Background: an optimization exercise with open tools, aiming at small area, a short achievable clock period and few clock cycles. Do not read the settings as production practice. Where RTL was checked, it was by simulation tests only, not by an equivalence proof against the original. The flow treats the clock pin as an ideal source. Dropping or thinning the clock tree relies on that and would not hold on a real chip.

Setup of v6:
==> flow/design.v (excerpt) <==
module ELA(clk, rst, ready, in_data, data_rd, req, wen, addr, data_wr, done);
==> module ELA, before the edit <==
module ELA(clk, rst, ready, in_data, data_rd, req, wen, addr, data_wr, done);
	input				clk;
	input				rst;
	input				ready;
	input		[7:0]	in_data;
	input		[7:0]	data_rd;
	output 	reg			req;
	output 	reg			wen;
	output 	reg	[12:0]	addr;
	output 	reg	[7:0]	data_wr;
	output 	reg			done;
reg idle, arr, pro, tri_;
reg [1:0] sub;
wire [4:0] R = addr[12:8];
wire       o = addr[7];
wire [6:0] C = addr[6:0];
reg flast, ftend, fk0;
wire arr_end  = arr & (C == 7'd126);
wire last_arr = arr & flast;                          
wire tri_end  = tri_ & (sub == 2'd2) & ftend;         
wire nreq = (idle & ready) | (arr_end & (R == 5'd0)) | (tri_end & (R != 5'd31));
always @(posedge clk) begin
  flast <= (C == 7'd125) & (R != 5'd0);
  ftend <= (sub == 2'd1) & (C == 7'd126);
  fk0   <= nreq;
end
always @(posedge clk or posedge rst) begin
  if (rst) begin
    idle <= 1'b1; arr <= 1'b0; pro <= 1'b0; tri_ <= 1'b0;
    sub <= 2'd0;
    req <= 1'b0; wen <= 1'b0; done <= 1'b0;
  end else begin
    req <= nreq;
    if (idle & ready) begin idle <= 1'b0; arr <= 1'b1; end
    if (last_arr) begin arr <= 1'b0; pro <= 1'b1; end
    if (pro) begin
      sub <= sub + 2'd1;
      if (sub == 2'd3) begin pro <= 1'b0; tri_ <= 1'b1; end
    end
    if (tri_) begin
      sub <= (sub == 2'd2) ? 2'd0 : sub + 2'd1;
      if (tri_end) begin
        tri_ <= 1'b0;
        if (R != 5'd31) arr <= 1'b1;
      end
    end
    wen  <= (arr & ~last_arr) | (pro & sub == 2'd1) |
            (tri_ & sub == 2'd0 & C != 7'd1) | tri_end;
    done <= ~(idle | arr | pro | tri_);
  end
end
reg [4:0] dR;
reg [6:0] dC;
reg       nO;
always @(*) begin
  dR = 5'd0; dC = 7'd0; nO = o;
  if (arr) begin
    dC = last_arr ? 7'd2 : 7'd1;
    if (fk0) begin dR = {4'd0, 1'b1} + {4'd0, o}; nO = 1'b0; end
  end
  if (pro) case (sub)
    2'd0: dR = -5'd1;
    2'd1: begin dR = 5'd1; dC = -7'd1; end
    2'd2: dC = 7'd2;
    default: dR = -5'd1;
  endcase
  if (tri_) case (sub)
    2'd0: begin dC = -7'd2; nO = 1'b1; end
    2'd1: begin dR = 5'd1; dC = 7'd3; nO = 1'b0; end
    default: begin
      dR = -5'd1;
      if (ftend) begin dC = -7'd2; nO = 1'b1; end
    end
  endcase
end
always @(posedge clk) begin
  if (idle) addr <= {5'd31, 1'b0, 7'd127};
  else addr <= {R + dR, nO, C + dC};
end
reg [7:0] UA, UB, LA, LB, LC;
reg [7:0] dq, aq, bestd;
wire u_ld = (tri_ & (sub == 2'd0)) | (pro & (sub == 2'd1));
wire l_ld = (tri_ & (sub == 2'd2)) | (pro & (sub == 2'd0 | sub == 2'd3));
wire [8:0] dif = {1'b0, UA} - {1'b0, LA};
wire [8:0] sum = {1'b0, UA} + {1'b0, LA};
wire lt = dq < bestd;
wire le = dq <= bestd;
wire take = tri_ & ((sub == 2'd1) |
                    (sub == 2'd2 & (C == 7'd1 | C == 7'd2 | le)) |
                    (sub == 2'd0 & C != 7'd2 & lt));
always @(posedge clk) begin
  dq <= dif[8] ? -dif[7:0] : dif[7:0];
  aq <= sum[8:1];
  if (take) bestd <= dq;
  if (arr) data_wr <= in_data;
  else if (take) data_wr <= aq;
  UA <= UB;
  UB <= u_ld ? data_rd : UA;
  if (l_ld) LA <= data_rd;
  else begin LA <= LB; LB <= LC; LC <= LA; end
end
endmodule
clock: 13.0 ns
lec_check: 0
cap_margin: 40
core_margin: 2
core_utilization: 70
gpl_routability_driven: 1
place_density: 0.8
slew_margin: 40
standard.sh (not shown) runs the stock make flow with config.mk's settings and CLKGATE_MAP_FILE= SYNTH_SCRIPT=/design/flow/synth_recipe.tcl, a recipe that flattens the netlist after the stock synthesis.
==> flow/flow/run.sh <==
#!/bin/bash
# The standard layout with two changes:
#  - port buffers are buf_2 cells (BUFFER_PORTS_ARGS), turned into buf_1 on the
#    inputs by flow/cts.tcl;
#  - the clock tree is one level: the clock port drives four clkbuf_16 cells,
#    each driving the flip-flops of one quarter of the die
#    (flow/cts.tcl), instead of TritonCTS's two-level H-tree.
# Each tool's output goes to a log file of its own in this folder.
set -euo pipefail
export BUFFER_PORTS_ARGS="-buffer_cell sky130_fd_sc_hd__buf_2"
bash standard.sh place > place.log 2>&1
RES=$PWD/orfs/results/$FLOW_PLATFORM/ELA/base
RES=$RES openroad -no_init -exit flow/cts.tcl > cts.log 2>&1
cp $RES/4_1_cts.odb $RES/4_cts.odb
cp $RES/4_cts.sdc.tmp $RES/4_cts.sdc
bash standard.sh finish > finish.log 2>&1
Other scripts of this flow, unchanged in this note and not shown: flow/flow/cts.tcl
### v6 -> v7
--- a/flow/design.v
+++ b/flow/design.v
@@ -11,28 +11,24 @@
 	output 	reg	[7:0]	data_wr;
 	output 	reg			done;
-reg idle, arr, pro, tri_;
+reg idle, arr, pro, tri_, dne;
 reg [1:0] sub;
 wire [4:0] R = addr[12:8];
 wire       o = addr[7];
 wire [6:0] C = addr[6:0];
-reg flast, ftend, fk0;
 wire arr_end  = arr & (C == 7'd126);
-wire last_arr = arr & flast;                          
-wire tri_end  = tri_ & (sub == 2'd2) & ftend;         
-wire nreq = (idle & ready) | (arr_end & (R == 5'd0)) | (tri_end & (R != 5'd31));
-always @(posedge clk) begin
-  flast <= (C == 7'd125) & (R != 5'd0);
-  ftend <= (sub == 2'd1) & (C == 7'd126);
-  fk0   <= nreq;
-end
+wire last_arr = arr_end & (R != 5'd0);                
+wire tri_end  = tri_ & (sub == 2'd2) & (C == 7'd1);   
 always @(posedge clk or posedge rst) begin
   if (rst) begin
-    idle <= 1'b1; arr <= 1'b0; pro <= 1'b0; tri_ <= 1'b0;
+    idle <= 1'b1; arr <= 1'b0; pro <= 1'b0; tri_ <= 1'b0; dne <= 1'b0;
     sub <= 2'd0;
     req <= 1'b0; wen <= 1'b0; done <= 1'b0;
   end else begin
-    req <= nreq;
-    if (idle & ready) begin idle <= 1'b0; arr <= 1'b1; end
-    if (last_arr) begin arr <= 1'b0; pro <= 1'b1; end
+    req <= 1'b0;
+    if (idle & ready) begin idle <= 1'b0; arr <= 1'b1; req <= 1'b1; end
+    if (arr) begin
+      if (last_arr) begin arr <= 1'b0; pro <= 1'b1; end
+      else if (arr_end) req <= 1'b1;
+    end
     if (pro) begin
       sub <= sub + 2'd1;
@@ -43,10 +39,11 @@
       if (tri_end) begin
         tri_ <= 1'b0;
-        if (R != 5'd31) arr <= 1'b1;
+        if (R == 5'd31) dne <= 1'b1;
+        else begin arr <= 1'b1; req <= 1'b1; end
       end
     end
     wen  <= (arr & ~last_arr) | (pro & sub == 2'd1) |
             (tri_ & sub == 2'd0 & C != 7'd1) | tri_end;
-    done <= ~(idle | arr | pro | tri_);
+    done <= dne;
   end
 end
@@ -58,5 +55,5 @@
   if (arr) begin
     dC = last_arr ? 7'd2 : 7'd1;
-    if (fk0) begin dR = {4'd0, 1'b1} + {4'd0, o}; nO = 1'b0; end
+    if (C == 7'd127) begin dR = {4'd0, 1'b1} + {4'd0, o}; nO = 1'b0; end
   end
   if (pro) case (sub)
@@ -71,5 +68,5 @@
     default: begin
       dR = -5'd1;
-      if (ftend) begin dC = -7'd2; nO = 1'b1; end
+      if (C == 7'd1) begin dC = -7'd2; nO = 1'b1; end
     end
   endcase
--- outcome ---
Compared with v6, v7 shows global-route wire length before repair that has gone down by a few percent. In the flow results for v6 and v7, the routed wire length is larger on v6. [compare] base=v6 new=v7: final standard cell utilization of the core down 0.62 points; die boundary width neither gained nor lost much. On worst hold margin, v6 and v7 are neck and neck.
Testbench counts of v7, summed over its fixed seeds: cycles 129,008.
Only the layout flow was run in v6; the RTL was not checked for function there. In every run of this note, the design's own scripts or RTL, not TritonCTS, make the clock network.

==> port drivers added, routing unchanged <==
The flow's constraints put no driver on any port. The routed layouts listed below were extracted and timed again, unchanged, in two steps. Step 1 (the two cells are an assumption about what drives the block):
set clk [get_ports {clk}]
set_driving_cell -lib_cell sky130_fd_sc_hd__clkbuf_16 $clk
set_driving_cell -lib_cell sky130_fd_sc_hd__buf_2 [delete_from_list [all_inputs] $clk]
Step 2 times the ports against the registers' clock, not the clock port: input delays grow and output delays shrink by t, the midpoint of the rising clock arrivals with the driver on. a / b / c = no drivers / after step 1 / after step 2; a / b = the first two.
run | shift t [ns] | setup WS [ns] | hold WS [ns]
v6 | 0.230 | 9.680 / 9.601 / 9.793 | 0.333 / 0.333 / 0.333
v7 | 0.228 | 9.706 / 9.626 / 9.770 | 0.333 / 0.333 / 0.333
After both steps every run listed still meets setup and hold.
